Source: an optimization exercise on an open RTL-to-GDS flow (aim: small area, a short achievable clock period and few clock cycles). Production flows keep margins and buffers that such runs may drop. At most, simulation tests tie the RTL to the original design; equivalence was not proved. For runs 5 and 6, only the layout was checked, not whether the RTL still works. Power figures rest on the tool's default switching activity, not on a simulated workload.

**design/flow/config.mk**
```make
export PLATFORM = sky130hd
export DESIGN_NAME = div
export DESIGN_NICKNAME = div
export VERILOG_FILES = /design/flow/design.v
export SDC_FILE = /design/flow/constraint.sdc
export NUM_CORES = 4
export LEC_CHECK = 0
export CAP_MARGIN = 20
export CORE_MARGIN = 2
export CORE_UTILIZATION = 60
export SETUP_SLACK_MARGIN = 1.5
export SLEW_MARGIN = 20
```
**design/flow/constraint.sdc**
```tcl
create_clock -name core_clock -period 5.0 [get_ports {i_clk}]
set_input_delay 1.0000 -clock core_clock [delete_from_list [all_inputs] [get_ports {i_clk}]]
set_output_delay 1.0000 -clock core_clock [all_outputs]
set_load 0.01 [all_outputs]
```
**design/flow/design.v**
```verilog
`default_nettype	none
module	div(i_clk, i_rst, i_wr, i_signed, i_numerator, i_denominator,
		o_busy, o_valid, o_err, o_quotient, o_flags);
	parameter		BW=32, LGBW = 5;
	input	wire		i_clk, i_rst;
	input	wire		i_wr, i_signed;
	input	wire [(BW-1):0]	i_numerator, i_denominator;
	output	wire		o_busy;
	output	reg		o_valid, o_err;
	output	wire [(BW-1):0]	o_quotient;
	output	wire	[3:0]	o_flags;
	reg			r_norm, r_iter, r_sign, r_dneg, r_c, r_zero;
	reg	[(BW-1):0]	r_dividend, r_divisor, r_quotient;
	reg	[(LGBW-1):0]	r_cnt, r_nlz;
	function [LGBW-1:0] clz;
		input	[BW-1:0]	v;
		integer			i;
		begin
			clz = BW-1;
			for(i=1; i<BW; i=i+1)
				if (v[i])
					clz = BW-1-i;
		end
	endfunction
	wire			n_neg, d_neg;
	wire	[(BW-1):0]	n_ones, d_ones;
	assign	n_neg = (i_signed)&&(i_numerator[BW-1]);
	assign	d_neg = (i_signed)&&(i_denominator[BW-1]);
	assign	n_ones = i_numerator ^ {(BW){n_neg}};
	assign	d_ones = i_denominator ^ {(BW){d_neg}};
	wire	[(BW-1):0]	n_lead;
	assign	n_lead = (n_neg) ? { n_ones[(BW-2):0], 1'b1 } : i_numerator;
	wire	[(LGBW-1):0]	shift;
	wire			n_small;
	assign	shift = r_cnt - r_nlz;
	assign	n_small = (r_nlz > r_cnt);
	wire	[(BW+1):0]	sum;
	wire	[(BW-1):0]	diff;
	wire			ge;
	assign	sum = { 1'b0, r_dividend, 1'b1 } + { 1'b0, ~r_divisor, !r_dneg };
	assign	diff = sum[BW:1];
	assign	ge = sum[BW+1];
	wire	zero_divisor, quick, early, last;
	assign	zero_divisor = (r_cnt == {(LGBW){1'b1}})&&(!r_divisor[0])
				&&(!r_dneg);
	assign	quick = (n_small)||(zero_divisor);
	assign	early = (quick)||(!ge);
	assign	last  = (r_cnt == 0);
	assign	o_busy = ((r_norm)&&(!quick))||((r_iter)&&(!last));
	wire	[(BW-1):0]	sh0, sh1, sh2, sh3, shifted;
	assign	sh0 = (shift[0]) ? { r_divisor[(BW-2):0], r_dneg } : r_divisor;
	assign	sh1 = (shift[1]) ? { sh0[(BW-3):0], {( 2){r_dneg}} } : sh0;
	assign	sh2 = (shift[2]) ? { sh1[(BW-5):0], {( 4){r_dneg}} } : sh1;
	assign	sh3 = (shift[3]) ? { sh2[(BW-9):0], {( 8){r_dneg}} } : sh2;
	assign	shifted = (shift[4]) ? { sh3[(BW-17):0], {(16){r_dneg}} } : sh3;
	always @(posedge i_clk)
	if (i_rst)
	begin
		r_norm  <= 1'b0;
		r_iter  <= 1'b0;
		o_valid <= 1'b0;
	end else begin
		r_norm  <= i_wr;
		r_iter  <= ((r_norm)&&(!early))||((r_iter)&&(!last));
		o_valid <= ((r_norm)&&(early))||((r_iter)&&(last));
	end
	always @(posedge i_clk)
		o_err <= (r_norm)&&(zero_divisor);
	always @(posedge i_clk)
	if (i_wr)
	begin
		r_sign <= (n_neg)^(d_neg);
		r_dneg <= d_neg;
		r_nlz  <= clz(n_lead);
	end
	always @(posedge i_clk)
	if (i_wr)
		r_dividend <= (n_neg) ? -i_numerator : i_numerator;
	else if ((ge)&&((r_iter)||((r_norm)&&(r_sign))))
		r_dividend <= diff;
	always @(posedge i_clk)
	if (i_wr)
		r_divisor <= d_ones;
	else if (r_norm)
		r_divisor <= shifted;
	else
		r_divisor <= r_divisor >> 1;
	always @(posedge i_clk)
	if (i_wr)
		r_cnt <= clz(d_ones);
	else if (r_norm)
		r_cnt <= shift[(LGBW-1):0];
	else
		r_cnt <= r_cnt - 1'b1;
	always @(posedge i_clk)
	if (r_norm)
		r_zero <= early;
	always @(posedge i_clk)
	if (r_norm)
		r_quotient <= {(BW){(r_sign)&&(!early)}};
	else
		r_quotient <= { r_quotient[(BW-2):0], (ge ^ r_sign) };
	assign	o_quotient = r_quotient;
	always @(posedge i_clk)
	if (r_norm)
		r_c <= (!r_sign)&&(r_nlz == {(LGBW){1'b1}})
				&&(!r_dividend[0]);
	else if (r_iter)
		r_c <= (r_c)||((!r_sign)&&(diff == 0));
	assign o_flags = { 1'b0, o_quotient[BW-1], r_c, r_zero };
endmodule
```
**design/flow/flow/run.sh**
```bash
#!/bin/bash
# Standard layout, with the smallest buffer on every input and output port.
set -euo pipefail
export BUFFER_PORTS_ARGS="-buffer_cell sky130_fd_sc_hd__buf_1"
bash standard.sh > standard.log 2>&1
```
**design/flow/standard.sh**
```bash
#!/bin/bash
# synth_recipe.tcl (not shown) runs the flow's synth.tcl, then flattens the netlist and writes it again
# the make line also repeats each setting of config.mk as NAME=value (left out here)
make -C /OpenROAD-flow-scripts/flow DESIGN_CONFIG=/design/flow/config.mk WORK_HOME=/design/flow/orfs CLKGATE_MAP_FILE= SYNTH_SCRIPT=/design/flow/synth_recipe.tcl "${@:-finish}"
```
==> results of run 1 <==
## final cells by class
class	instances	share of cell area, %
clock buffer	17	3.68
clock inverter	15	1.39
inverter	103	3.34
multi-input combinational	1006	59.0
sequential	114	23.6
tap	220	2.38
timing repair buffer	149	6.66
## state kept, by name, summed over array words and instances, names as in the netlist
name        cells
r_dneg          1
r_iter          1
r_dividend     32
o_valid         1
r_quotient     32
r_divisor      32
r_norm          1
r_cnt           5
r_zero          1
r_c             1
o_err           1
r_nlz           5
r_sign          1
## placed cells by master (no fill, tap or decap), types with 12 or more instances in the layout
cell,count
nor3_1,39
ha_1,36
a221oi_1,17
o211ai_1,14
nand2b_1,15
buf_4,33
edfxtp_1,43
o31ai_1,14
mux4_2,16
xor2_1,27
and3_1,16
o21ai_0,128
nand4_1,12
clkbuf_16,17
a31oi_1,18
a21oi_1,84
inv_1,101
dfxtp_1,60
a21o_1,21
nand2_1,141
nand3_1,39
nor2_1,82
mux2i_1,37
buf_1,104
xnor2_1,63
## final timing paths
kind | from | endpoint | cells past startpoint
worst max-delay path | r_divisor[0] | r_c | 13
worst min-delay path | r_quotient[19] | r_quotient[20] | 2
worst min register to register | r_quotient[19] | r_quotient[20] | 2
worst max register to register | r_divisor[0] | r_c | 13
## kinds of logic (layout without fill, tap and decap cells)
family / Yosys count / count (layout)
multiplexers: 53 / 53
other: 1 / 1
buffers and inverters: 194 / 284
flip-flops: 114 / 114
XOR/XNOR: 94 / 94
adder cells (fa/ha/maj): 43 / 43
AND/OR/NAND/NOR: 407 / 407
AO/OA/AOI/OAI: 408 / 408
## worst reg2reg max path, cell delays in order (launching register included)
cell	delay (ps)
dfxtp_4	380
inv_1	80
ha_1	290
nor2b_2	170
o2111ai_2	210
a31oi_2	140
o211ai_1	320
o21ai_1	100
o211a_1	120
o31a_1	290
or3_4	340
a2111o_1	430
or4_4	540
o31ai_2	170
## power by group through the flow
stage	Sequential, mW	Clock [mW]	Combinational [mW]
3_5_place_dp	1.46	0	3.43
3_3_place_gp	1.46	0	3.42
4_1_cts	1.45	1.24	3.71
6_report	1.46	1.24	4.06
5_1_grt	1.48	1.28	4.40
2_1_floorplan	1.43	0	2.55
## what timing repair did
action / CTS / global route
resized for setup: 10 / 43
endpoints found under the hold margin: 0 / 0
buffers inserted: 17 / 5
setup endpoints to repair: 25 / 82
pin swaps: 9 / 17
gates cloned: 0 / 0
## per-layer routing
layer | GRT usage (%) | wire length [um] | vias to the layer above
li1 | - | - | 4914
met1 | 48.6 | 13800 | 4741
met2 | 53.8 | 14200 | 453
met3 | 6.20 | 2290 | 57
met4 | 10.6 | 796 | 0
met5 | 0 | 0 | -
## per-stage QoR
stage,hold WS [ps],utilization (%)
3_5_place_dp,440,64.4
3_3_place_gp,432,64.4
2_1_floorplan,432,-
4_1_cts,443,68.9
6_report,444,70.0
5_1_grt,474,70.0
==> flow_summary.yaml, run 1 <==
status:
  outcome: "finished clean"
clock_tree:
  cts-root-buf: "clkbuf_16"
  path_clk_slew_ps: 60
  cts_tree: "built"
  h-tree-depth: 4
  clockBufferDepth: 2
  cts.sinks: 114
  hold_buffers: 0
  numCtsBuffers: 17
  clk_latency_ps: 430
pwr:
  netSwitchingFraction_pct: 45.3
  power_density_nw_per_um2: 584
  p_leak_nw: 4.63
  ir_drop_mv: 0.329
  p_int_mw: 3.69
  comb_power_share_pct: 60.1
  clockPowerShare_pct: 18.3
  seqPwrFrac_pct: 21.6
  power_switching_mw: 3.06
  total_power_mw: 6.76
finish:
  diodes: 0
  multi_input_area_um2: 6820
  fill_cells: 1434
  final_nets: 1502
  final_cells: 1624
  fin_area_um2: 11600
  syn_to_final_growth_pct: 14.4
  ff_latch_area_um2: 2730
  drive_gt1_share_pct: 10.0
yosys:
  synth.area.top_cells: "dfxtp_1 (14%), edfxtp_1 (13%), o21ai_0 (6.7%), xnor2_1 (5.7%), nand2_1 (5.3%)"
  synth_nets: 1425
  netlist_area_um2: 10100
  synth.most_common_cell: "nand2_1"
  syn_avg_cell_area_um2: 7.69
  ys_seq_elements: 114
  synth_top_family_by_area: "compound AO/OA/AOI/OAI gates"
  synth_cell_types: 72
  synthMuxAreaShare_pct: 7.23
  synth_xor_area_share_pct: 8.15
  synth_top_area_cell: "dfxtp_1"
  yosys_warnings: 1
  yosysSeqAreaShare_pct: 26.8
  post-synth-top-area-fraction_pct: 14.1
  synthFlopType: "dfxtp_1"
  synthArstFlopShare_pct: 0
  synth_simple_gate_area_share_pct: 19.1
  synthAdderAreaFrac_pct: 5.47
  synth_compound_area_share_pct: 25.8
  synth_commonest_cells: "nand2_1 (142), o21ai_0 (135), inv_1 (103)"
  synthCells: 1314
  synth-edff-count: 43
die:
  die_area_um2: 17900
  die_w_um: 134
  chipHeight_um: 134
  core_area_um2: 16500
  start_util_pct: 61.1
  row_count: 47
  pin_count: 107
place:
  gp_congestion: 0.950
  numPortBuffers: 105
  place_area_um2: 10600
  dp_hpwl_mm: 22.6
  place_inst: 1570
  place_ws_ps: 1140
timing:
  worst_pin_slew_ps: 1060
  slew_headroom_pct: 28.9
  hold_viol_final: 0
  skew_ps: 10.3
  fin_ws_ps: 1260
  setup-violations-final: 0
  period_minus_slack_ps: 3740
  rsz0062_at_grt: "true"
  finalCritPeriodShare_pct: 74.8
  tns_ps: 0
  final-max-slew-violation-count: 0
  fmax_mhz: 267
worst_setup_path:
  slowest_stage: "or4_4"
  path_buf_inv: 1
  reg2reg_slack_ps: 1260
  cp_max_fo: 6
  critPathArrivalTime_ps: 4000
  slowest_delay_ps: 540
  critical_path_class: "register to register"
  cp-start-kind: "register"
  cp.required_ps: 5260
  critPathCaptureType: "register"
  cp_top_family: "compound AO/OA/AOI/OAI gates"
  crit_chain: "inv_1 -> ha_1 -> nor2b_2 -> o2111ai_2 -> a31oi_2 -> o211ai_1 -> o21ai_1 -> o211a_1 -> o31a_1 -> or3_4 -> a2111o_1 -> or4_4 -> o31ai_2"
grt:
  antenna_found_initial: 0
  grt_pass1_vias: 9128
  grt_usage_pct: 34.4
  grt_pass1_wl_mm: 49.0
  grt_max_degree: 88
  gr-total-overflow: 0
routing:
  drt_iter0_markers: 1021
  first_pass_iters: 5
  drc: 0
  num_vias: 10200
  vias_per_cell: 6.26
  final_antenna_net_count: 0
  wl_per_cell_um: 19.1
  totalWireLength_mm: 31.0
run:
  maxCapViolCount: 0
min_path:
  hp-class: "register to register"
Testbench counts, summed over its fixed seeds: cycles 22,269.
==> run 2, diff against run 1 <==
--- a/design/flow/config.mk
+++ b/design/flow/config.mk
@@ -9,3 +9,5 @@
 export CORE_MARGIN = 2
-export CORE_UTILIZATION = 60
+export CORE_UTILIZATION = 40
+export CTS_BUF_LIST = sky130_fd_sc_hd__clkbuf_8
+export CTS_CLUSTER_SIZE = 30
 export SETUP_SLACK_MARGIN = 1.5
==> run 2 against run 1 <==
Still clean. Sequential share of layout area is 0.054 points higher. First-iteration DRC count is 5.1% lower. Utilization is 24 points lower. Area after synthesis stayed put. Power is 7.3% lower. Cell count is 7.0% higher. Non-clock buffer count is 3 higher. Die area is 48% higher. Count of clock-buffer cells in the layout stayed put. Via count is 0.85% lower. Largest power group unchanged.
==> flow_summary.yaml, run 2 <==
status:
  outcome: "finished clean"
grt:
  gr-total-overflow: 0
  grt_max_degree: 85
  grt_pass1_vias: 9050
  grt_pass1_wl_mm: 49.0
  antenna_found_initial: 0
  grt_usage_pct: 23.3
pwr:
  power_density_nw_per_um2: 540
  ir_drop_mv: 0.242
  p_leak_nw: 4.52
routing:
  drc: 0
  wl_per_cell_um: 18.1
  totalWireLength_mm: 31.4
  final_antenna_net_count: 0
  drt_iter0_markers: 969
  vias_per_cell: 5.80
  first_pass_iters: 8
  num_vias: 10100
worst_setup_path:
  cp_max_fo: 4
  rr_startpoint: "r_dividend[0]"
  critPathArrivalTime_ps: 4000
  cp.required_ps: 5290
  slowest_stage: "or4_4"
  critical_path_class: "register to register"
  path_buf_inv: 1
  reg2reg_slack_ps: 1290
  critPathLaunch: "r_dividend[0]"
  cp_top_family: "compound AO/OA/AOI/OAI gates"
  critPathCaptureType: "register"
  slowest_delay_ps: 560
  crit_chain: "ha_1 -> nor2b_1 -> o2111ai_2 -> a31oi_4 -> o211ai_1 -> buf_4 -> o21ai_1 -> o211a_1 -> o31a_1 -> or3_4 -> a2111o_1 -> or4_4 -> o31ai_4"
  cp-start-kind: "register"
clock_tree:
  numCtsBuffers: 17
  cts-root-buf: "clkbuf_8"
  clk_latency_ps: 460
  path_clk_slew_ps: 80
  cts_tree: "built"
  clockBufferDepth: 2
  cts.sinks: 114
  h-tree-depth: 4
yosys:
  synth-edff-count: 43
  synth.area.top_cells: "dfxtp_1 (14%), edfxtp_1 (13%), o21ai_0 (6.7%), xnor2_1 (5.7%), nand2_1 (5.3%)"
  yosys_warnings: 1
  synth_simple_gate_area_share_pct: 19.1
  synthCells: 1314
  synth_cell_types: 72
  synth.most_common_cell: "nand2_1"
  synthArstFlopShare_pct: 0
  synthAdderAreaFrac_pct: 5.47
  synthFlopType: "dfxtp_1"
  synth_xor_area_share_pct: 8.15
  synth_compound_area_share_pct: 25.8
  ys_seq_elements: 114
  synth_top_family_by_area: "compound AO/OA/AOI/OAI gates"
  syn_avg_cell_area_um2: 7.69
  synth_nets: 1425
  netlist_area_um2: 10100
  synthMuxAreaShare_pct: 7.23
  synth_top_area_cell: "dfxtp_1"
  yosysSeqAreaShare_pct: 26.8
  synth_commonest_cells: "nand2_1 (142), o21ai_0 (135), inv_1 (103)"
  post-synth-top-area-fraction_pct: 14.1
die:
  start_util_pct: 40.5
  die_w_um: 163
  pin_count: 107
  chipHeight_um: 163
  row_count: 58
  die_area_um2: 26500
  core_area_um2: 25000
timing:
  final-max-slew-violation-count: 0
  period_minus_slack_ps: 3710
  slew_headroom_pct: 39.7
  hold_viol_final: 0
  setup-violations-final: 0
  rsz0062_at_grt: "true"
  tns_ps: 0
  fmax_mhz: 270
  worst_pin_slew_ps: 901
  skew_ps: 21.1
  finalCritPeriodShare_pct: 74.1
finish:
  final_common_cell: "nand2_1"
  diodes: 0
  syn_to_final_growth_pct: 14.7
  mostFrequentLayoutCells: "nand2_1 (142), o21ai_0 (129), buf_1 (104)"
  fin_area_um2: 11600
  drive_gt1_share_pct: 10.4
  final_cells: 1738
  final_nets: 1506
  reg_top3: "r_dividend (32), r_divisor (32), r_quotient (32)"
min_path:
  hp-class: "register to register"
  hp-start: "r_quotient[22]"
place:
  dp_hpwl_mm: 23.3
  numPortBuffers: 105
  place_inst: 1680
  gp_congestion: 0.877
  place_area_um2: 10800
run:
  maxCapViolCount: 0
run 2: worst reg2reg max path, cell delays in order (launching register included):
cell	delay (ps)
edfxtp_1	410
ha_1	300
nor2b_1	150
o2111ai_2	260
a31oi_4	130
o211ai_1	200
buf_4	160
o21ai_1	60
o211a_1	110
o31a_1	280
or3_4	340
a2111o_1	420
or4_4	560
o31ai_4	170
run 2: cell type report:
cell class,instances,area [um^2]
Timing Repair Buffer,152,767
Sequential cell,114,2740
Clock inverter,15,161
Inverter,103,390
Tap cell,330,413
Multi-Input combinational cell,1007,6880
Fill cell,2562,13400
Clock buffer,17,234
run 2: through the flow:
| stage | worst slack, ps | util (%) | total power, mW | hold slack (ps) |
|---|---|---|---|---|
| 2_1_floorplan | 1520 | - | 3.98 | 432 |
| 3_3_place_gp | 1110 | 43.2 | 4.88 | 435 |
| 3_5_place_dp | 1050 | 43.2 | 4.88 | 444 |
| 4_1_cts | 1260 | 45.6 | 6.05 | 455 |
| 5_1_grt | 1130 | 46.4 | 6.69 | 473 |
| 6_report | 1290 | 46.4 | 6.26 | 453 |
run 2: final timing paths:
| check | endpoint | cells past startpoint |
|---|---|---|
| min | r_quotient[23] | 2 |
| max | r_c | 13 |
| max reg2reg | r_c | 13 |
| min reg2reg | r_quotient[23] | 2 |
run 2: metal layers:
| layer | vias up | GRT usage [%] | share of wire [%] |
|---|---|---|---|
| li1 | 4933 | - | - |
| met3 | 45 | 3.41 | 6.3 |
| met2 | 362 | 36.3 | 46 |
| met4 | 0 | 7.16 | 2.4 |
| met5 | - | 0 | 0 |
| met1 | 4739 | 33.4 | 45 |
run 2: power breakdown:
part / internal [mW] / switching (mW) / total (mW)
Sequential: 1.27 / 0.198 / 1.47
Clock: 0.418 / 0.492 / 0.910
Combinational: 1.63 / 2.25 / 3.88
Total: 3.32 / 2.94 / 6.26
run 2: timing repair:
item                                    CTS  global route
endpoints found under the hold margin     0             0
resized for setup                        15            33
endpoints found under the setup margin   34            70
buffers inserted                         17             7
hold buffers                              0             0
pin swaps                                 9            12
gates cloned                              1             0
run 2: logic make-up after synthesis:
family / Yosys count
flops: 114
compound gates: 408
fa+ha+maj: 43
simple gates: 407
xor+xnor: 94
other cells: 1
buf+inv: 194
mux: 53
==> run 3, diff against run 2 <==
--- a/design/flow/config.mk
+++ b/design/flow/config.mk
@@ -7,2 +7,3 @@
 export LEC_CHECK = 0
+export ABC_AREA = 1
 export CAP_MARGIN = 20
@@ -10,5 +11,3 @@
 export CORE_UTILIZATION = 40
-export CTS_BUF_LIST = sky130_fd_sc_hd__clkbuf_8
-export CTS_CLUSTER_SIZE = 30
-export SETUP_SLACK_MARGIN = 1.5
+export SETUP_SLACK_MARGIN = 2.0
 export SLEW_MARGIN = 20
==> run 3 against run 2 <==
Critical path depth shrank 2. Wire length grew 1.7%. Global-route usage grew 0.60 points. Non-clock buffer count grew 55. Power grew 21%. Still clean on timing, DRC and antenna. Register-to-register slack gained 460 ps. Combinational power grew 25%. Largest power group unchanged. Sequential power grew 3%. Utilization grew 6.5 points. Flip-flop and latch count is the same. Clock power grew 32%.
==> flow_summary.yaml, run 3 <==
pwr:
  netSwitchingFraction_pct: 48.5
  p_leak_nw: 5.74
  comb_power_share_pct: 64.1
  seqPwrFrac_pct: 20.1
  ir_drop_mv: 0.281
  power_switching_mw: 3.68
  clockPowerShare_pct: 15.8
  p_int_mw: 3.90
  total_power_mw: 7.58
  power_density_nw_per_um2: 594
timing:
  period_minus_slack_ps: 3280
  hold_viol_final: 0
  skew_ps: 10.1
  slew_headroom_pct: 57.1
  tns_ps: 0
  finalCritPeriodShare_pct: 65.6
  setup-violations-final: 0
  rsz0062_at_grt: "true"
  final-max-slew-violation-count: 0
  fmax_mhz: 305
  fin_ws_ps: 1720
  worst_pin_slew_ps: 643
die:
  die_area_um2: 25600
  die_w_um: 160
  core_area_um2: 24100
  pin_count: 107
  row_count: 57
  start_util_pct: 40.4
  chipHeight_um: 160
yosys:
  syn_avg_cell_area_um2: 6.67
  synth_top_area_cell: "nand2_1"
  synth_simple_gate_area_share_pct: 27.1
  netlist_area_um2: 9750
  synth_cell_types: 64
  yosysSeqAreaShare_pct: 27.8
  ys_seq_elements: 114
  yosys_warnings: 1
  synth_top_family_by_area: "simple AND/OR/NAND/NOR gates"
  synth_xor_area_share_pct: 7.82
  synthCells: 1461
  synthArstFlopShare_pct: 0
  synth-edff-count: 43
  synth_commonest_cells: "nand2_1 (443), inv_1 (166), o21ai_0 (127)"
  synthFlopType: "dfxtp_1"
  synth_compound_area_share_pct: 19.5
  synth.area.top_cells: "nand2_1 (17%), dfxtp_1 (15%), edfxtp_1 (13%), o21ai_0 (6.5%), inv_1 (6.4%)"
  synth_nets: 1572
  post-synth-top-area-fraction_pct: 17.1
  synthMuxAreaShare_pct: 1.95
  synthAdderAreaFrac_pct: 5.67
  synth.most_common_cell: "nand2_1"
worst_setup_path:
  critPathCaptureType: "primary output"
  cp.required_ps: 4000
  critical_path_class: "register to primary output"
  slowest_delay_ps: 450
  crit_chain: "inv_2 -> ha_4 -> a21oi_2 -> inv_1 -> a31oi_1 -> or2_4 -> a21oi_2 -> o21a_1 -> nand2_2 -> nand2_2 -> buf_6"
  cp-start-kind: "register"
  cp_max_fo: 2
  critPathArrivalTime_ps: 2280
  slowest_stage: "edfxtp_1"
clock_tree:
  cts_tree: "built"
  h-tree-depth: 4
  clk_latency_ps: 430
  cts.sinks: 114
  cts-root-buf: "clkbuf_16"
  clockBufferDepth: 2
  numCtsBuffers: 17
  path_clk_slew_ps: 60
routing:
  final_antenna_net_count: 0
  first_pass_iters: 5
  num_vias: 10200
  drt_iter0_markers: 846
  totalWireLength_mm: 32.0
  drc: 0
  vias_per_cell: 5.21
  wl_per_cell_um: 16.2
finish:
  fill_cells: 2447
  syn_to_final_growth_pct: 30.8
  ff_latch_area_um2: 2730
  drive_gt1_share_pct: 20.4
  diodes: 0
  reg_top3: "r_dividend (32), r_divisor (32), r_quotient (32)"
  final_nets: 1742
  fin_util_pct: 52.9
  final_common_cell: "nand2_1"
  mostFrequentLayoutCells: "nand2_1 (420), inv_1 (147), o21ai_0 (107)"
  multi_input_area_um2: 6860
grt:
  grt_pass1_vias: 9466
  gr-total-overflow: 0
  grt_usage_pct: 23.9
  antenna_found_initial: 0
  grt_max_degree: 63
  grt_pass1_wl_mm: 49.0
min_path:
  hp-class: "register to register"
place:
  numPortBuffers: 105
  place_ws_ps: 1080
  dp_hpwl_mm: 22.4
  gp_congestion: 0.936
status:
  outcome: "finished clean"
run:
  maxCapViolCount: 0
-- run 3: power groups by stage --
stage | clock network, mW | registers [mW] | logic (mW)
finish | 1.20 | 1.52 | 4.86
global route | 1.24 | 1.54 | 5.30
CTS | 1.21 | 1.50 | 4.32
detailed placement | 0 | 1.48 | 3.70
global placement | 0 | 1.48 | 3.70
floorplan | 0 | 1.45 | 2.80
-- run 3: final timing paths --
kind                       start              to  slack, ps  depth (start not counted)
setup / recovery        r_nlz[2]          o_busy       1720                         11
hold / removal    r_quotient[30]  r_quotient[31]        440                          2
setup reg to reg        r_nlz[2]          r_iter       1750                         23
hold reg to reg   r_quotient[30]  r_quotient[31]        440                          2
-- run 3: cells by family (layout without fill, tap and decap cells) --
| logic type | after synthesis | in the layout |
|---|---|---|
| fa+ha+maj | 43 | 43 |
| mux | 19 | 19 |
| buf+inv | 244 | 424 |
| flops | 114 | 114 |
| simple gates | 632 | 634 |
| compound gates | 324 | 325 |
| other cells | 1 | 1 |
| xor+xnor | 84 | 84 |
-- run 3: final cells by class --
class | instances | share of cell area (%)
clock buffer | 19 | 3.64
timing repair buffer | 207 | 11.3
clock inverter | 13 | 0.863
inverter | 183 | 5.74
multi-input combinational | 1106 | 53.8
tap | 324 | 3.18
sequential | 114 | 21.4
timing repair inverter | 2 | 0.0981
-- run 3: what timing repair did --
action                     in CTS  in global routing
pin swaps                      23                 66
gates resized for setup        98                145
hold buffers                    0                  0
setup endpoints to repair     108                109
cloned                          5                  5
buffers inserted               44                 38
-- run 3: through the flow --
| stage | cell area [um^2] | hold slack, ps | instances |
|---|---|---|---|
| 2_1_floorplan | 9800 | 432 | 1461 |
| 3_3_place_gp | 10400 | 429 | 1844 |
| 6_report | 12800 | 442 | 1968 |
| 4_1_cts | 11900 | 445 | 1925 |
| 3_5_place_dp | 10400 | 438 | 1844 |
| 5_1_grt | 12800 | 461 | 1968 |
-- run 3: worst max-delay path, delay by kind of cell (launching register included) --
kind / cells / cell delay (ps)
buffers and inverters: 3 / 290
and+or+nand+nor: 3 / 320
DFF: 1 / 450
adders and majority gates: 1 / 210
AOI/OAI and AO/OA: 4 / 580
-- run 3: routing by layer --
layer / vias up / track usage, % / routed length [um] / part of all wire [%]
met5: - / 0 / 0 / 0
met4: 0 / 9.38 / 769 / 2.4
met2: 317 / 37.4 / 14200 / 45
li1: 5178 / - / - / -
met1: 4703 / 33.3 / 15100 / 47
met3: 49 / 3.45 / 1870 / 5.8
==> run 4, diff against run 3 <==
--- a/design/flow/config.mk
+++ b/design/flow/config.mk
@@ -11,3 +11,3 @@
 export CORE_UTILIZATION = 40
-export SETUP_SLACK_MARGIN = 2.0
+export SETUP_SLACK_MARGIN = 1.5
 export SLEW_MARGIN = 20
==> run 4 against run 3 <==
Combinational power is about 20% lower. Clock skew hardly changed. Non-clock buffer count is 81 lower. Critical path depth stayed put. Final area is 13% lower. Critical path type unchanged. Highest routed layer unchanged.
==> flow_summary.yaml, run 4 <==
status:
  outcome: "finished clean"
routing:
  drt_iter0_markers: 686
  wl_per_cell_um: 15.3
  totalWireLength_mm: 28.7
  vias_per_cell: 5.15
  drc: 0
  final_antenna_net_count: 0
  num_vias: 9699
  first_pass_iters: 6
timing:
  fin_ws_ps: 1690
  tns_ps: 0
  hold_viol_final: 0
  hold_ws_ps: 448
  period_minus_slack_ps: 3310
  finalCritPeriodShare_pct: 66.1
  worst_pin_slew_ps: 795
  fmax_mhz: 303
  setup-violations-final: 0
  skew_ps: 10.4
  rsz0062_at_grt: "false"
  final-max-slew-violation-count: 0
  slew_headroom_pct: 46.9
worst_setup_path:
  reg2reg_depth: 12
  critPathLaunch: "r_nlz[2]"
  cp.required_ps: 4000
  critical_path_class: "register to primary output"
  critPathCaptureType: "primary output"
  reg2reg_slack_ps: 1730
  r2r-end: "r_divisor[31]"
  rr_startpoint: "r_cnt[0]"
  cp-start-kind: "register"
  critPathArrivalTime_ps: 2310
  cp_max_fo: 4
clock_tree:
  hold_buffers: 0
  cts.sinks: 114
  path_clk_slew_ps: 60
  cts_tree: "built"
  numCtsBuffers: 17
  h-tree-depth: 4
  clockBufferDepth: 2
  clk_latency_ps: 430
  cts-root-buf: "clkbuf_16"
die:
  die_area_um2: 25600
  row_count: 57
  core_area_um2: 24100
  die_w_um: 160
  start_util_pct: 40.4
  chipHeight_um: 160
  pin_count: 107
min_path:
  hold_end: "r_quotient[14]"
  hold_depth: 2
  hp-class: "register to register"
  hp-start: "r_quotient[13]"
finish:
  diodes: 0
  reg_top3: "r_dividend (32), r_divisor (32), r_quotient (32)"
  fin_area_um2: 11100
  mostFrequentLayoutCells: "nand2_1 (443), inv_1 (164), o21ai_0 (125)"
  fill_cells: 2584
  fin_util_pct: 46.2
  syn_to_final_growth_pct: 14.3
  final_cells: 1884
  drive_gt1_share_pct: 7.88
  final_nets: 1658
  final_common_cell: "nand2_1"
yosys:
  synth_cell_types: 64
  synthArstFlopShare_pct: 0
  synth_commonest_cells: "nand2_1 (443), inv_1 (166), o21ai_0 (127)"
  yosys_warnings: 1
  yosysSeqAreaShare_pct: 27.8
  post-synth-top-area-fraction_pct: 17.1
  synthFlopType: "dfxtp_1"
  syn_avg_cell_area_um2: 6.67
  synth.most_common_cell: "nand2_1"
  synth_top_area_cell: "nand2_1"
  synth.area.top_cells: "nand2_1 (17%), dfxtp_1 (15%), edfxtp_1 (13%), o21ai_0 (6.5%), inv_1 (6.4%)"
  synthCells: 1461
  synth_nets: 1572
  netlist_area_um2: 9750
  ys_seq_elements: 114
  synth-edff-count: 43
pwr:
  power_density_nw_per_um2: 593
  total_power_mw: 6.60
  p_leak_nw: 5.15
  ir_drop_mv: 0.253
place:
  place_area_um2: 10400
  place_inst: 1846
  place_ws_ps: 1280
  numPortBuffers: 105
  dp_hpwl_mm: 22.3
  gp_congestion: 0.919
grt:
  grt_usage_pct: 22.2
  gr-total-overflow: 0
  antenna_found_initial: 0
  grt_pass1_wl_mm: 45.6
  grt_pass1_vias: 8925
  grt_max_degree: 57
run:
  maxCapViolCount: 0
run 4: cell counts after synthesis:
No cell type changed its count.
run 4: critical path, cell delays in order, from the launching register on:
cell	delay (ps)
edfxtp_1	440
inv_1	130
ha_4	220
a21oi_1	150
inv_1	50
a31oi_1	180
or2_2	150
a21oi_1	60
o21a_2	230
nand2_1	60
nand2_1	70
clkbuf_2	130
run 4: timing repair:
action                                  4_1_cts  5_1_grt
buffers inserted                              0        4
pin swaps                                     0        3
resized for setup                             2       23
hold endpoints to repair                      0        0
endpoints found under the setup margin        2       81
gates cloned                                  0        2
run 4: kinds of logic after synthesis:
group	after synthesis	share of synthesized area (%)
adders and majority gates	43	5.67
and+or+nand+nor	632	27.1
DFF	114	27.8
other	1	0.0385
xor gates and xnor gates	84	7.82
AOI/OAI and AO/OA	324	19.5
buffers and inverters	244	10.2
muxes	19	1.95
run 4: report_power, final:
group	internal, mW	total [mW]	switching [mW]
sequential	1.29	1.48	0.186
combinational	1.33	3.87	2.55
clock	0.743	1.25	0.510
total	3.36	6.60	3.24
run 4: layout make-up:
cell class                      instances  area [um^2]  area share [%]
Multi-Input combinational cell       1104         6150            55.2
Tap cell                              324          405            3.64
Timing Repair Buffer                  126          571            5.12
Clock buffer                           19          464            4.17
Inverter                              183          694            6.23
Clock inverter                         13          138            1.24
Sequential cell                       114         2710            24.4
Timing Repair inverter                  1         5.00          0.0449
run 4: layer usage:
metal  vias to the layer above  routed length (um)  global-route usage (%)
met2                       281               12100                    33.7
met5                         -                   0                       0
met3                        43                1560                    3.43
met1                      4364               14200                    31.9
li1                       5011                   -                       -
met4                         0                 827                    8.27
run 4: worst max path at each step:
stage / end / slack (ps) / cells past startpoint
after global placement: r_cnt[0] / 1280 / 36
after floorplan: r_dividend[0] / 1710 / 15
after CTS: r_divisor[9] / 1530 / 13
after detailed placement: r_cnt[0] / 1280 / 36
final: o_busy / 1690 / 11
after global routing: r_quotient[0] / 1480 / 18
==> run 5, diff against run 4 <==
--- a/design/flow/design.v
+++ b/design/flow/design.v
@@ -48,3 +48,3 @@
 	assign	last  = (r_cnt == 0);
-	assign	o_busy = ((r_norm)&&(!quick))||((r_iter)&&(!last));
+	assign	o_busy = ((r_norm)&&(!n_small))||((r_iter)&&(!last));
 	wire	[(BW-1):0]	sh0, sh1, sh2, sh3, shifted;
==> run 5 against run 4 <==
Critical path depth is 1 lower. Worst setup slack worse by 79 ps. Wire length is 10% higher. Die area is 0.40% lower. Critical endpoint unchanged. First-iteration DRC count is 14% higher. Global-route usage is 1.9 points higher. Utilization is 0.42 points higher.
==> flow_summary.yaml, run 5 <==
worst_setup_path:
  crit_top_cell: "inv_1"
  r2r-end: "r_divisor[11]"
  endpoint: "o_busy"
  rr_startpoint: "r_cnt[0]"
  crit_chain: "inv_1 -> ha_1 -> a21oi_1 -> inv_1 -> a31oi_1 -> or2_2 -> nand2_1 -> a21oi_2 -> o21ai_0 -> buf_1"
  cp_max_fo: 4
  cp.required_ps: 4000
  reg2reg_depth: 10
  slowest_delay_ps: 450
  critPathArrivalTime_ps: 2380
  critical_path_class: "register to primary output"
  critPathLaunch: "r_nlz[2]"
  cp-start-kind: "register"
  reg2reg_slack_ps: 1660
  slowest_stage: "edfxtp_1"
  critPathCaptureType: "primary output"
yosys:
  synth.area.top_cells: "nand2_1 (16%), dfxtp_1 (15%), edfxtp_1 (13%), o21ai_0 (7.0%), inv_1 (6.5%)"
  synth-edff-count: 43
  synthMuxAreaShare_pct: 2.06
  synth_xor_area_share_pct: 7.40
  synth_nets: 1560
  post-synth-top-area-fraction_pct: 15.8
  synth_simple_gate_area_share_pct: 27.5
  synth_compound_area_share_pct: 19.5
  synth_top_family_by_area: "simple AND/OR/NAND/NOR gates"
  synth.most_common_cell: "nand2_1"
  synth_cell_types: 60
  synthFlopType: "dfxtp_1"
  synthAdderAreaFrac_pct: 5.70
  synth_top_area_cell: "nand2_1"
  synthCells: 1449
  synthArstFlopShare_pct: 0
  yosysSeqAreaShare_pct: 27.9
  syn_avg_cell_area_um2: 6.70
  netlist_area_um2: 9710
  ys_seq_elements: 114
  synth_commonest_cells: "nand2_1 (409), inv_1 (167), o21ai_0 (136)"
  yosys_warnings: 1
timing:
  rsz0062_at_grt: "true"
  period_minus_slack_ps: 3380
  setup-violations-final: 0
  final-max-slew-violation-count: 0
  finalCritPeriodShare_pct: 67.7
  slew_headroom_pct: 47.7
  tns_ps: 0
  fmax_mhz: 295
  hold_viol_final: 0
  hold_ws_ps: 462
  skew_ps: 11.0
  worst_pin_slew_ps: 777
clock_tree:
  path_clk_slew_ps: 60
  numCtsBuffers: 17
  cts.sinks: 114
  h-tree-depth: 4
  clk_latency_ps: 430
  cts-root-buf: "clkbuf_16"
  clockBufferDepth: 2
  cts_tree: "built"
grt:
  gr-total-overflow: 0
  grt_max_degree: 56
  grt_pass1_wl_mm: 48.7
  grt_pass1_vias: 9286
  grt_usage_pct: 24.1
  antenna_found_initial: 1
run:
  maxCapViolCount: 0
die:
  pin_count: 107
  start_util_pct: 40.3
  row_count: 57
  core_area_um2: 24100
  die_area_um2: 25500
  die_w_um: 160
  chipHeight_um: 160
finish:
  syn_to_final_growth_pct: 15.8
  drive_gt1_share_pct: 9.99
  mostFrequentLayoutCells: "nand2_1 (407), inv_1 (164), o21ai_0 (133)"
  final_nets: 1650
  fin_area_um2: 11200
  diodes: 0
  final_common_cell: "nand2_1"
  reg_top3: "r_dividend (32), r_divisor (32), r_quotient (32)"
min_path:
  hp-class: "register to register"
routing:
  wl_per_cell_um: 16.9
  final_antenna_net_count: 0
  vias_per_cell: 5.31
  num_vias: 9953
  drc: 0
  totalWireLength_mm: 31.6
  drt_iter0_markers: 785
  first_pass_iters: 6
place:
  gp_congestion: 0.963
  place_area_um2: 10300
  dp_hpwl_mm: 24.3
  numPortBuffers: 105
pwr:
  power_density_nw_per_um2: 595
  p_leak_nw: 5.14
  ir_drop_mv: 0.296
status:
  outcome: "finished clean"
## run 5: worst min path at each step
stage	start	to	slack [ps]	depth (start not counted)
final	r_quotient[14]	r_quotient[15]	460	2
after CTS	r_quotient[18]	r_quotient[19]	460	2
after global routing	r_quotient[14]	r_quotient[15]	480	2
after floorplan	r_divisor[27]	r_divisor[26]	450	2
after detailed placement	r_quotient[30]	r_quotient[31]	440	2
after global placement	r_quotient[18]	r_quotient[19]	440	2
## run 5: layout make-up
cell class	instances	area (um^2)
well taps	324	405
flip-flops and latches	114	2710
multi-input cells	1096	6220
clock inverters	13	98.8
repair inverters	1	5.00
clock buffers	19	464
fillers	2593	12900
repair buffers	130	656
inverters	179	679
## run 5: stage by stage
step                total power [mW]  setup WS [ps]  util, %  cells
global placement                5.28           1180     42.9   1830
CTS                             6.49           1570     45.3   1862
global route                    7.23           1250     46.6   1876
floorplan                       4.29           1760        -   1449
finish                          6.69           1620     46.6   1876
detailed placement              5.27           1150     42.9   1830
## run 5: worst max-delay path, delay by kind of cell (launching register included)
family,cells,cell delay [ps]
fa+ha+maj,1,340
simple gates,2,230
compound gates,4,650
flops,1,450
buf+inv,3,300
## run 5: cell families (layout without fill, tap and decap cells)
kind of cell | after synthesis | in the layout
and+or+nand+nor | 626 | 627
AOI/OAI and AO/OA | 323 | 323
buffers and inverters | 240 | 342
DFF | 114 | 114
xor gates and xnor gates | 82 | 82
adders and majority gates | 43 | 43
muxes | 20 | 20
other | 1 | 1
## run 5: timing repair
action,CTS,global route
gates resized for setup,4,47
cloned,0,2
setup endpoints to repair,6,97
buffers inserted,0,11
pin swaps,0,12
hold buffers,0,0
## run 5: report_power, final
part,switching [mW],total [mW],internal [mW]
clock,0.494,1.18,0.681
combinational,2.66,4.03,1.38
sequential,0.175,1.48,1.30
total,3.33,6.69,3.36
## run 5: metal layers
layer | vias up | global-route usage [%] | routed length, um | share of wire, %
met4 | 2 | 9.01 | 970 | 3.1
met2 | 343 | 38.8 | 14300 | 45
met3 | 59 | 4.08 | 2110 | 6.7
met5 | - | 0 | 12 | 0.038
met1 | 4566 | 32.6 | 14200 | 45
li1 | 4983 | - | - | -
==> run 6, diff against run 5 <==
--- a/design/flow/config.mk
+++ b/design/flow/config.mk
@@ -11,3 +11,3 @@
 export CORE_UTILIZATION = 40
-export SETUP_SLACK_MARGIN = 1.5
+export SETUP_SLACK_MARGIN = 1.7
 export SLEW_MARGIN = 20
==> run 6 against run 5 <==
Via count rose by 0.94%. Clock power about the same. Count of clock-buffer cells in the layout is the same. Sequential share of layout area shrank 0.74 points. Clock skew up 1.6 ps. Hold slack barely moved. Combinational power is 5.0% higher. Cell count rose by 0.69%. Global-route usage about the same. Non-clock buffer count up 11. Sequential power is essentially flat. Synthesized cell count unchanged. Critical endpoint unchanged.
==> flow_summary.yaml, run 6 <==
timing:
  period_minus_slack_ps: 3240
  hold_viol_final: 0
  skew_ps: 12.6
  rsz0062_at_grt: "true"
  setup-violations-final: 0
  tns_ps: 0
  final-max-slew-violation-count: 0
  slew_headroom_pct: 47.9
  finalCritPeriodShare_pct: 64.7
  worst_pin_slew_ps: 779
  fmax_mhz: 309
worst_setup_path:
  critical_path_class: "register to primary output"
  path_buf_inv: 3
  cp_top_family: "compound AO/OA/AOI/OAI gates"
  cp.required_ps: 4000
  cp-start-kind: "register"
  crit_chain: "inv_2 -> ha_4 -> a21oi_1 -> inv_1 -> a31oi_2 -> or2_2 -> nand2_1 -> a21oi_2 -> o21ai_0 -> buf_2"
  slowest_stage: "edfxtp_1"
  r2r-end: "r_divisor[17]"
  endpoint: "o_busy"
  critPathCaptureType: "primary output"
  reg2reg_depth: 11
  cp_max_fo: 4
  cp.depth: 10
  critPathLaunch: "r_nlz[2]"
  reg2reg_slack_ps: 1850
  rr_startpoint: "r_cnt[0]"
  critPathArrivalTime_ps: 2240
  slowest_delay_ps: 480
grt:
  gr-total-overflow: 0
  antenna_found_initial: 1
  grt_pass1_vias: 9321
  grt_usage_pct: 24.2
  grt_max_degree: 56
  grt_pass1_wl_mm: 48.8
routing:
  drt_iter0_markers: 808
  first_pass_iters: 5
  wl_met2_mm: 14.8
  wl_met3_mm: 2.03
  num_vias: 10000
  highest_layer: "met5"
  wl_met1_mm: 14.5
  final_antenna_net_count: 0
  drc: 0
  wl_per_cell_um: 17.1
  totalWireLength_mm: 32.4
  vias_per_cell: 5.32
clock_tree:
  cts_tree: "built"
  clk_latency_ps: 430
  path_clk_slew_ps: 60
  h-tree-depth: 4
  cts-root-buf: "clkbuf_16"
  clockBufferDepth: 2
  cts.sinks: 114
  numCtsBuffers: 17
finish:
  fill_cells: 2533
  syn_to_final_growth_pct: 19.5
  reg_top3: "r_dividend (32), r_divisor (32), r_quotient (32)"
  final_common_cell: "nand2_1"
  final_nets: 1663
  mostFrequentLayoutCells: "nand2_1 (404), inv_1 (163), o21ai_0 (129)"
  drive_gt1_share_pct: 13.1
  diodes: 0
yosys:
  yosysSeqAreaShare_pct: 27.9
  synth_nets: 1560
  synth_commonest_cells: "nand2_1 (409), inv_1 (167), o21ai_0 (136)"
  syn_avg_cell_area_um2: 6.70
  synth-edff-count: 43
  synth_cell_types: 60
  ys_seq_elements: 114
  synthCells: 1449
  synthFlopType: "dfxtp_1"
  yosys_warnings: 1
  post-synth-top-area-fraction_pct: 15.8
  synth.most_common_cell: "nand2_1"
  synth_top_area_cell: "nand2_1"
  synth.area.top_cells: "nand2_1 (16%), dfxtp_1 (15%), edfxtp_1 (13%), o21ai_0 (7.0%), inv_1 (6.5%)"
  netlist_area_um2: 9710
  synthArstFlopShare_pct: 0
place:
  gp_congestion: 0.963
  dp_hpwl_mm: 24.3
  numPortBuffers: 105
die:
  start_util_pct: 40.3
  row_count: 57
  core_area_um2: 24100
  die_area_um2: 25500
  die_w_um: 160
  chipHeight_um: 160
  pin_count: 107
pwr:
  total_power_mw: 6.90
  power_density_nw_per_um2: 595
  ir_drop_mv: 0.306
  p_leak_nw: 5.25
min_path:
  hp-class: "register to register"
status:
  outcome: "finished clean"
run:
  maxCapViolCount: 0
run 6: kinds of logic after synthesis:
kind of cell,count (synthesis),synth area share [%]
DFF,114,27.9
buffers and inverters,240,9.82
other,1,0.0386
muxes,20,2.06
xor gates and xnor gates,82,7.40
AOI/OAI and AO/OA,323,19.5
and+or+nand+nor,626,27.5
adders and majority gates,43,5.70
run 6: cell type report:
type | count | area [um^2] | share of cell area, %
repair buffers | 141 | 774 | 6.68
multi-input cells | 1097 | 6450 | 55.6
clock buffers | 19 | 464 | 4.00
flip-flops and latches | 114 | 2710 | 23.4
repair inverters | 2 | 10.0 | 0.0863
inverters | 179 | 679 | 5.86
clock inverters | 13 | 98.8 | 0.852
well taps | 324 | 405 | 3.49
run 6: worst min path at each step:
stage | start | end | cells past startpoint
floorplan | r_divisor[27] | r_divisor[26] | 2
global placement | r_quotient[18] | r_quotient[19] | 2
detailed placement | r_quotient[30] | r_quotient[31] | 2
CTS | r_quotient[18] | r_quotient[19] | 2
global route | r_quotient[14] | r_quotient[15] | 2
finish | r_quotient[19] | r_quotient[20] | 2
run 6: metal layers:
metal / global-route usage [%] / vias up
met3: 4.31 / 57
met1: 32.5 / 4628
met2: 38.8 / 347
met4: 9.01 / 2
li1: - / 5013
met5: 0 / -
run 6: worst reg2reg max path: cells and delay by family, from the launching register on:
| kind | cells | cell delay (ps) |
|---|---|---|
| XOR/XNOR | 1 | 140 |
| AND/OR/NAND/NOR | 1 | 610 |
| adder cells (fa/ha/maj) | 2 | 510 |
| AO/OA/AOI/OAI | 3 | 590 |
| buffers and inverters | 4 | 840 |
| flip-flops | 1 | 330 |
run 6: report_power, final:
group	internal, mW	leakage (nW)	switching, mW
Clock	0.681	0.273	0.498
Sequential	1.31	1.01	0.185
Combinational	1.50	3.96	2.73
run 6: repair_timing:
item | CTS | global route
pin swaps | 3 | 22
setup endpoints to repair | 84 | 91
resized for setup | 17 | 85
buffers inserted | 4 | 17
hold buffers | 0 | 0
endpoints found under the hold margin | 0 | 0
gates cloned | 0 | 5
run 6: stage by stage:
step / utilization, % / hold WS, ps / std cells / instance area [um^2] / worst slack, ps
finish: 48.1 / 462 / 1889 / 11600 / 1760
global route: 48.1 / 476 / 1889 / 11600 / 1550
CTS: 45.7 / 463 / 1866 / 11000 / 1650
detailed placement: 42.9 / 444 / 1830 / 10300 / 1150
global placement: 42.9 / 443 / 1830 / 10300 / 1180
floorplan: - / 453 / 1449 / 9710 / 1760
==> run 7, diff against run 6 <==
--- a/design/flow/design.v
+++ b/design/flow/design.v
@@ -48,3 +48,3 @@
 	assign	last  = (r_cnt == 0);
-	assign	o_busy = ((r_norm)&&(!n_small))||((r_iter)&&(!last));
+	assign	o_busy = ((r_norm)&&(!quick))||((r_iter)&&(!last));
 	wire	[(BW-1):0]	sh0, sh1, sh2, sh3, shifted;
--- a/design/flow/config.mk
+++ b/design/flow/config.mk
@@ -10,4 +10,4 @@
 export CORE_MARGIN = 2
-export CORE_UTILIZATION = 40
-export SETUP_SLACK_MARGIN = 1.7
+export CORE_UTILIZATION = 50
+export SETUP_SLACK_MARGIN = 1.5
 export SLEW_MARGIN = 20
==> run 7 against run 6 <==
Clock power is essentially flat. Count of clock-buffer cells in the layout shrank 2. Wire length shrank 13%. Area after synthesis grew 0.41%. Worst setup slack lost 130 ps. Register-to-register slack lost 110 ps. Critical endpoint unchanged. Sequential power is essentially flat. Combinational power shrank 9.5%. Final area shrank 5.9%. Hold slack lost 17 ps. Utilization grew 8.5 points.
==> flow_summary.yaml, run 7 <==
status:
  outcome: "finished clean"
finish:
  fin_area_um2: 10900
  final_nets: 1651
  drive_gt1_share_pct: 6.95
  reg_top3: "r_dividend (32), r_divisor (32), r_quotient (32)"
  diodes: 0
  syn_to_final_growth_pct: 12.0
  mostFrequentLayoutCells: "nand2_1 (443), inv_1 (166), o21ai_0 (126)"
  final_common_cell: "nand2_1"
yosys:
  netlist_area_um2: 9750
  ys_seq_elements: 114
  synth_commonest_cells: "nand2_1 (443), inv_1 (166), o21ai_0 (127)"
  yosys_warnings: 1
  synthFlopType: "dfxtp_1"
  synth.area.top_cells: "nand2_1 (17%), dfxtp_1 (15%), edfxtp_1 (13%), o21ai_0 (6.5%), inv_1 (6.4%)"
  synth.most_common_cell: "nand2_1"
  synth_top_area_cell: "nand2_1"
  post-synth-top-area-fraction_pct: 17.1
  syn_avg_cell_area_um2: 6.67
  synth_cell_types: 64
  synth-edff-count: 43
  synthArstFlopShare_pct: 0
  synthCells: 1461
  synth_nets: 1572
  yosysSeqAreaShare_pct: 27.8
worst_setup_path:
  reg2reg_depth: 19
  reg2reg_slack_ps: 1740
  critPathCaptureType: "primary output"
  cp_max_fo: 4
  r2r-end: "r_c"
  path_buf_inv: 3
  slowest_stage: "edfxtp_1"
  cp.required_ps: 4000
  critical_path_class: "register to primary output"
  cp-start-kind: "register"
  endpoint: "o_busy"
  rr_startpoint: "r_dividend[0]"
  slowest_delay_ps: 410
  critPathLaunch: "r_nlz[2]"
  critPathArrivalTime_ps: 2370
  crit_chain: "inv_1 -> ha_1 -> a21oi_1 -> inv_1 -> a31oi_1 -> or2_2 -> a21oi_1 -> o21a_2 -> nand2_1 -> nand2_1 -> clkbuf_2"
  cp.depth: 11
  cp_top_family: "simple AND/OR/NAND/NOR gates"
pwr:
  ir_drop_mv: 0.335
  power_density_nw_per_um2: 592
  seqPwrFrac_pct: 22.8
  comb_power_share_pct: 59.2
  power_switching_mw: 3.23
  netSwitchingFraction_pct: 49.9
  p_int_mw: 3.23
  clockPowerShare_pct: 18.0
  p_leak_nw: 5.09
die:
  chipHeight_um: 144
  die_w_um: 144
  die_area_um2: 20600
  pin_count: 107
  core_area_um2: 19300
  row_count: 51
  start_util_pct: 50.6
grt:
  gr-total-overflow: 0
  grt_usage_pct: 27.4
  antenna_found_initial: 0
  grt_max_degree: 38
  grt_pass1_vias: 8657
  grt_pass1_wl_mm: 43.8
timing:
  slew_headroom_pct: 38.6
  finalCritPeriodShare_pct: 67.3
  fmax_mhz: 297
  rsz0062_at_grt: "true"
  setup-violations-final: 0
  final-max-slew-violation-count: 0
  hold_viol_final: 0
  hold_ws_ps: 445
  fin_ws_ps: 1630
  skew_ps: 9.98
  period_minus_slack_ps: 3370
  worst_pin_slew_ps: 921
  tns_ps: 0
routing:
  wl_per_cell_um: 15.5
  totalWireLength_mm: 28.2
  final_antenna_net_count: 0
  drt_iter0_markers: 792
  drc: 0
  vias_per_cell: 5.34
  num_vias: 9709
  first_pass_iters: 5
clock_tree:
  cts.sinks: 114
  clockBufferDepth: 2
  numCtsBuffers: 17
  clk_latency_ps: 430
  hold_buffers: 0
  h-tree-depth: 4
  path_clk_slew_ps: 60
  cts_tree: "built"
  cts-root-buf: "clkbuf_16"
place:
  numPortBuffers: 105
  gp_congestion: 0.953
  dp_hpwl_mm: 22.2
  place_ws_ps: 1020
  place_area_um2: 10300
min_path:
  hold_depth: 2
  hp-class: "register to register"
run:
  maxCapViolCount: 0
run 7: cell count changes after synthesis, moves of 5 or more:
cell     change
nand2_1     +34
nand2_2     -33
nor2_1       +5
o21ai_0      -9
o21ai_1      +8
run 7: final cells by class:
| type | instances | area (um^2) |
|---|---|---|
| fillers | 2005 | 8360 |
| multi-input cells | 1103 | 6110 |
| flip-flops and latches | 114 | 2710 |
| inverters | 183 | 687 |
| repair buffers | 121 | 523 |
| clock buffers | 17 | 425 |
| well taps | 265 | 332 |
| clock inverters | 15 | 124 |
run 7: cell families after synthesis:
kind of cell,share of synthesized area [%]
flip-flops,27.8
AND/OR/NAND/NOR,27.1
buffers and inverters,10.2
AO/OA/AOI/OAI,19.5
XOR/XNOR,7.82
multiplexers,1.95
other,0.0385
adder cells (fa/ha/maj),5.67
run 7: what timing repair did:
action                     CTS  global route
setup endpoints to repair    4            40
pin swaps                    0             0
gates resized for setup      2            13
setup buffers                0             0
run 7: tightest hold or removal path: stages (launching register included):
cell and delay, ps:
dfxtp_1 310, nand2_1 60, nand2_1 40
run 7: per-layer routing:
layer / GRT usage [%] / vias up / wire (um)
met4: 10.7 / 0 / 718
li1: - / 4981 / -
met1: 38.7 / 4361 / 13600
met5: 0 / - / 0
met3: 3.57 / 44 / 1540
met2: 42.5 / 323 / 12400
run 7: worst min-delay path by stage:
stage | startpoint | to
global route | r_quotient[25] | r_quotient[26]
finish | r_quotient[11] | r_quotient[12]
floorplan | r_norm | r_zero
global placement | r_quotient[26] | r_quotient[27]
CTS | r_quotient[11] | r_quotient[12]
detailed placement | r_quotient[14] | r_quotient[15]
run 7: metrics by stage:
stage | util, % | instances | total power, mW
floorplan | - | 1461 | 4.24
detailed placement | 53.4 | 1786 | 5.18
global placement | 53.4 | 1786 | 5.19
global route | 56.6 | 1818 | 6.97
finish | 56.6 | 1818 | 6.46
CTS | 56.3 | 1818 | 6.38
run 7: power by group through the flow:
stage	sequential (mW)	clock [mW]	combinational (mW)
2_1_floorplan	1.45	0	2.79
3_3_place_gp	1.48	0	3.71
3_5_place_dp	1.47	0	3.70
4_1_cts	1.46	1.18	3.74
5_1_grt	1.50	1.21	4.26
6_report	1.47	1.16	3.83
Testbench counts of run 7, summed over its fixed seeds: cycles 22,269.
==> run 8, diff against run 7 <==
--- a/design/flow/config.mk
+++ b/design/flow/config.mk
@@ -10,3 +10,4 @@
 export CORE_MARGIN = 2
-export CORE_UTILIZATION = 50
+export CORE_UTILIZATION = 40
+export GPL_ROUTABILITY_DRIVEN = 0
 export SETUP_SLACK_MARGIN = 1.5
==> run 8 against run 7 <==
Still clean. Worst setup slack better by 44 ps. First-iteration DRC count shrank 4.5%. Sequential share of layout area shrank 0.29 points. Critical endpoint unchanged.
==> flow_summary.yaml, run 8 <==
pwr:
  power_density_nw_per_um2: 584
  ir_drop_mv: 0.296
  total_power_mw: 6.45
  p_leak_nw: 5.11
  comb_power_share_pct: 59.7
  clockPowerShare_pct: 17.4
  power_switching_mw: 3.21
  netSwitchingFraction_pct: 49.8
  p_int_mw: 3.24
  seqPwrFrac_pct: 22.9
timing:
  worst_pin_slew_ps: 777
  tns_ps: 0
  hold_ws_ps: 443
  finalCritPeriodShare_pct: 66.5
  slew_headroom_pct: 47.9
  setup-violations-final: 0
  period_minus_slack_ps: 3320
  skew_ps: 13.9
  final-max-slew-violation-count: 0
  rsz0062_at_grt: "true"
  fin_ws_ps: 1680
  hold_viol_final: 0
  fmax_mhz: 301
yosys:
  yosysSeqAreaShare_pct: 27.8
  synth-edff-count: 43
  post-synth-top-area-fraction_pct: 17.1
  netlist_area_um2: 9750
  synth.area.top_cells: "nand2_1 (17%), dfxtp_1 (15%), edfxtp_1 (13%), o21ai_0 (6.5%), inv_1 (6.4%)"
  synth.most_common_cell: "nand2_1"
  synth_top_area_cell: "nand2_1"
  synthFlopType: "dfxtp_1"
  ys_seq_elements: 114
  synth_commonest_cells: "nand2_1 (443), inv_1 (166), o21ai_0 (127)"
  yosys_warnings: 1
  synth_nets: 1572
  synth_cell_types: 64
  synthCells: 1461
  syn_avg_cell_area_um2: 6.67
  synthArstFlopShare_pct: 0
finish:
  fill_cells: 2621
  diodes: 0
  final_cells: 1884
  drive_gt1_share_pct: 7.63
  fin_util_pct: 45.8
  mostFrequentLayoutCells: "nand2_1 (443), inv_1 (163), o21ai_0 (126)"
  syn_to_final_growth_pct: 13.3
  final_common_cell: "nand2_1"
  fin_area_um2: 11000
  reg_top3: "r_dividend (32), r_divisor (32), r_quotient (32)"
  final_nets: 1659
run:
  maxCapViolCount: 0
worst_setup_path:
  reg2reg_slack_ps: 1740
  cp-start-kind: "register"
  critPathArrivalTime_ps: 2320
  reg2reg_depth: 18
  cp_max_fo: 4
  r2r-end: "r_c"
  critPathCaptureType: "primary output"
  rr_startpoint: "r_dividend[0]"
  cp.required_ps: 4000
  critical_path_class: "register to primary output"
routing:
  drt_iter0_markers: 756
  final_antenna_net_count: 0
  wl_per_cell_um: 15.2
  drc: 0
  num_vias: 9710
  vias_per_cell: 5.15
  first_pass_iters: 5
  totalWireLength_mm: 28.6
grt:
  gr-total-overflow: 0
  grt_pass1_wl_mm: 45.6
  grt_max_degree: 57
  antenna_found_initial: 0
  grt_usage_pct: 22.0
  grt_pass1_vias: 9031
place:
  place_inst: 1849
  place_area_um2: 10400
  place_ws_ps: 1280
  numPortBuffers: 105
  dp_hpwl_mm: 22.3
die:
  die_area_um2: 25600
  die_w_um: 160
  chipHeight_um: 160
  core_area_um2: 24100
  pin_count: 107
  start_util_pct: 40.4
  row_count: 57
clock_tree:
  path_clk_slew_ps: 60
  hold_buffers: 0
  cts-root-buf: "clkbuf_16"
  clk_latency_ps: 430
  clockBufferDepth: 2
  cts.sinks: 114
  numCtsBuffers: 17
  h-tree-depth: 4
  cts_tree: "built"
status:
  outcome: "finished clean"
min_path:
  hold_end: "r_quotient[31]"
  hp-class: "register to register"
  hold_depth: 2
  hp-start: "r_quotient[30]"
[run 8: cell counts after synthesis]
Identical to the previous run, type by type.
[run 8: worst max path at each step]
stage                         startpoint       endpoint
after global routing       r_divisor[18]  r_quotient[0]
after global placement          i_signed       r_cnt[0]
after detailed placement        i_signed       r_cnt[0]
after CTS                       r_cnt[0]   r_divisor[9]
after floorplan           r_dividend[17]  r_dividend[0]
final                           r_nlz[2]         o_busy
[run 8: cells by family after synthesis]
| kind of cell | count (synthesis) | share of synthesized area (%) |
|---|---|---|
| compound gates | 324 | 19.5 |
| simple gates | 632 | 27.1 |
| other cells | 1 | 0.0385 |
| mux | 19 | 1.95 |
| buf+inv | 244 | 10.2 |
| xor+xnor | 84 | 7.82 |
| fa+ha+maj | 43 | 5.67 |
| flops | 114 | 27.8 |
[run 8: worst max-delay path: stages (launching register included)]
cell      delay, ps
edfxtp_1        380
inv_1            60
ha_1            340
a21oi_1          80
inv_1            50
a31oi_1          40
or2_2           300
a21oi_1         130
o21a_2          180
nand2_1          60
nand2_1          90
buf_1           170
[run 8: power groups by stage]
stage | logic, mW | registers, mW | clock network (mW)
after global routing | 4.31 | 1.50 | 1.18
after global placement | 3.69 | 1.48 | 0
after CTS | 3.73 | 1.47 | 1.14
after floorplan | 2.79 | 1.45 | 0
after detailed placement | 3.69 | 1.48 | 0
final | 3.85 | 1.48 | 1.12
[run 8: what timing repair did]
action,4_1_cts,5_1_grt
endpoints found under the setup margin,2,50
setup buffers,0,2
resized for setup,2,19
cloned,0,2
pin swaps,0,1
[run 8: final cells by class]
type,count,area [um^2],area share [%]
multi-input combinational,1104,6130,55.4
sequential,114,2710,24.6
inverter,183,694,6.28
timing repair buffer,127,577,5.22
clock buffer,17,425,3.85
tap,324,405,3.67
clock inverter,14,103,0.929
timing repair inverter,1,5.00,0.0453
[run 8: routing by layer]
metal	vias to the layer above	global-route usage (%)	share of wire [%]	routed length, um
li1	4995	-	-	-
met1	4362	31.4	49	13900
met2	308	34.3	43	12300
met3	45	2.88	5.7	1640
met4	0	7.53	2.4	688
met5	-	0	0	0
==> run 9, diff against run 8 <==
--- a/design/flow/config.mk
+++ b/design/flow/config.mk
@@ -12,3 +12,3 @@
 export GPL_ROUTABILITY_DRIVEN = 0
-export SETUP_SLACK_MARGIN = 1.5
+export SETUP_SLACK_MARGIN = 1.6
 export SLEW_MARGIN = 20
==> run 9 against run 8 <==
Still clean on timing, DRC and antenna. Count of clock-buffer cells in the layout unchanged. Utilization increased by 0.35 points. Power increased by 1.1%.
==> flow_summary.yaml, run 9 <==
status:
  outcome: "finished clean"
place:
  dp_hpwl_mm: 22.3
  place_inst: 1849
  place_area_um2: 10400
  numPortBuffers: 105
  place_ws_ps: 1280
pwr:
  comb_power_share_pct: 60.0
  p_int_mw: 3.28
  netSwitchingFraction_pct: 49.7
  power_density_nw_per_um2: 585
  total_power_mw: 6.52
  clockPowerShare_pct: 17.2
  p_leak_nw: 5.13
  ir_drop_mv: 0.297
  power_switching_mw: 3.24
  seqPwrFrac_pct: 22.7
clock_tree:
  cts-root-buf: "clkbuf_16"
  clockBufferDepth: 2
  path_clk_slew_ps: 60
  clk_latency_ps: 430
  cts_tree: "built"
  h-tree-depth: 4
  numCtsBuffers: 17
  cts.sinks: 114
finish:
  reg_top3: "r_dividend (32), r_divisor (32), r_quotient (32)"
  fin_area_um2: 11100
  ff_latch_area_um2: 2710
  fill_cells: 2608
  final_common_cell: "nand2_1"
  mostFrequentLayoutCells: "nand2_1 (443), inv_1 (163), o21ai_0 (126)"
  diodes: 0
  fin_util_pct: 46.2
  syn_to_final_growth_pct: 14.2
  final_nets: 1663
  multi_input_area_um2: 6160
  drive_gt1_share_pct: 8.12
  final_cells: 1888
worst_setup_path:
  crit_chain: "inv_1 -> ha_4 -> a21oi_1 -> inv_1 -> a31oi_2 -> or2_2 -> a21oi_1 -> o21a_2 -> nand2_1 -> nand2_1 -> clkbuf_2"
  rr_startpoint: "r_dividend[0]"
  critical_path_class: "register to primary output"
  slowest_delay_ps: 380
  critPathArrivalTime_ps: 2330
  reg2reg_slack_ps: 1780
  r2r-end: "r_c"
  reg2reg_depth: 18
  slowest_stage: "edfxtp_1"
  cp-start-kind: "register"
  cp.required_ps: 4000
  critPathCaptureType: "primary output"
  cp_max_fo: 4
routing:
  first_pass_iters: 5
  final_antenna_net_count: 0
  drc: 0
  vias_per_cell: 5.17
  totalWireLength_mm: 28.6
  num_vias: 9752
  wl_per_cell_um: 15.2
  drt_iter0_markers: 779
grt:
  grt_usage_pct: 22.0
  gr-total-overflow: 0
  antenna_found_initial: 0
  grt_pass1_vias: 9031
  grt_max_degree: 57
  grt_pass1_wl_mm: 45.6
timing:
  slew_headroom_pct: 48.8
  finalCritPeriodShare_pct: 66.5
  setup-violations-final: 0
  fin_ws_ps: 1670
  period_minus_slack_ps: 3330
  tns_ps: 0
  fmax_mhz: 301
  skew_ps: 17.6
  worst_pin_slew_ps: 763
  hold_ws_ps: 444
  final-max-slew-violation-count: 0
  hold_viol_final: 0
  rsz0062_at_grt: "true"
die:
  row_count: 57
  die_area_um2: 25600
  die_w_um: 160
  chipHeight_um: 160
  core_area_um2: 24100
  pin_count: 107
  start_util_pct: 40.4
yosys:
  synth_top_area_cell: "nand2_1"
  synthArstFlopShare_pct: 0
  synth.most_common_cell: "nand2_1"
  syn_avg_cell_area_um2: 6.67
  synth_cell_types: 64
  yosysSeqAreaShare_pct: 27.8
  synth.area.top_cells: "nand2_1 (17%), dfxtp_1 (15%), edfxtp_1 (13%), o21ai_0 (6.5%), inv_1 (6.4%)"
  ys_seq_elements: 114
  yosys_warnings: 1
  synth_nets: 1572
  synthFlopType: "dfxtp_1"
  synthCells: 1461
  synth-edff-count: 43
  synth_commonest_cells: "nand2_1 (443), inv_1 (166), o21ai_0 (127)"
  post-synth-top-area-fraction_pct: 17.1
  netlist_area_um2: 9750
min_path:
  hold_depth: 2
  hp-start: "r_quotient[30]"
  hold_end: "r_quotient[31]"
  hp-class: "register to register"
run:
  maxCapViolCount: 0
run 9: logic make-up after synthesis:
family                     count (synthesis)  synth area share [%]
and+or+nand+nor                          632                  27.1
AOI/OAI and AO/OA                        324                  19.5
buffers and inverters                    244                  10.2
DFF                                      114                  27.8
xor gates and xnor gates                  84                  7.82
adders and majority gates                 43                  5.67
muxes                                     19                  1.95
other                                      1                0.0385
run 9: worst max path at each step:
stage                           start             to  slack [ps]
floorplan              r_dividend[17]  r_dividend[0]        1710
global placement             i_signed       r_cnt[0]        1280
detailed placement           i_signed       r_cnt[0]        1280
CTS                          r_cnt[0]  r_divisor[31]        1600
global route        i_denominator[31]       r_cnt[0]        1480
finish                       r_nlz[2]         o_busy        1670
run 9: power groups by stage:
stage               logic (mW)  registers, mW  clock network [mW]
CTS                       3.73           1.47                1.14
floorplan                 2.79           1.45                   0
global route              4.37           1.50                1.18
finish                    3.91           1.48                1.12
global placement          3.69           1.48                   0
detailed placement        3.69           1.48                   0
run 9: layout make-up:
type | instances | share of cell area, %
multi-input cells | 1104 | 55.4
flip-flops and latches | 114 | 24.4
inverters | 183 | 6.26
repair buffers | 131 | 5.57
clock buffers | 17 | 3.82
well taps | 324 | 3.64
clock inverters | 14 | 0.921
repair inverters | 1 | 0.0449
run 9: critical path: cells and delay by family, from the launching register on:
family	cells	cell delay (ps)
AND/OR/NAND/NOR	3	460
flip-flops	1	380
AO/OA/AOI/OAI	4	470
adder cells (fa/ha/maj)	1	290
buffers and inverters	3	300
run 9: routing by layer:
metal / GRT usage, % / share of wire, %
met1: 31.4 / 49
met3: 2.88 / 5.7
met4: 7.53 / 2.4
met5: 0 / 0
met2: 34.3 / 43
run 9: timing repair:
action | 4_1_cts | 5_1_grt
buffers inserted | 0 | 6
pin swaps | 0 | 0
setup endpoints to repair | 35 | 88
gates cloned | 0 | 2
resized for setup | 3 | 28
hold buffers | 0 | 0

## re-timing with driven ports
Ports are ideal in the flow. The routed layouts listed here were re-timed in OpenROAD.
Step 1 assumes that a clkbuf_16 drives the clock port and a buf_2 every other input.
Step 2 adds t to the input delays and takes it off the output delays; t is the mean of the earliest and latest rising clock arrival at the registers after step 1. Input paths then give back, and output paths get back, about the clock's delay inside the block.
Three values: no drivers, after step 1, after step 2; two values: the first two.
| run | t (ns) | slack for setup (ns) | hold slack, ns | worst setup path at the end |
|---|---|---|---|---|
| run 1 | 0.473 | 1.260 / 1.260 / 1.260 | 0.444 / 0.444 / 0.444 | register to register |
| run 2 | 0.493 | 1.294 / 1.294 / 1.294 | 0.453 / 0.453 / 0.453 | register to register |
| run 3 | 0.474 | 1.721 / 1.675 / 1.355 | 0.442 / 0.442 / 0.442 | input to register |
| run 4 | 0.474 | 1.694 / 1.646 / 1.413 | 0.448 / 0.448 / 0.448 | input to register |
| run 5 | 0.468 | 1.616 / 1.569 / 1.171 | 0.462 / 0.462 / 0.462 | input to register |
| run 6 | 0.472 | 1.765 / 1.718 / 1.346 | 0.462 / 0.462 / 0.462 | input to register |
| run 7 | 0.473 | 1.633 / 1.584 / 1.349 | 0.445 / 0.445 / 0.445 | input to register |
| run 8 | 0.469 | 1.677 / 1.631 / 1.417 | 0.443 / 0.443 / 0.443 | input to register |
| run 9 | 0.471 | 1.673 / 1.627 / 1.441 | 0.444 / 0.444 / 0.444 | input to register |
After both steps every run listed still meets setup and hold. The setup slack of run 5, which loses most, moves by -0.047 ns with the drivers and by -0.445 ns with both steps.
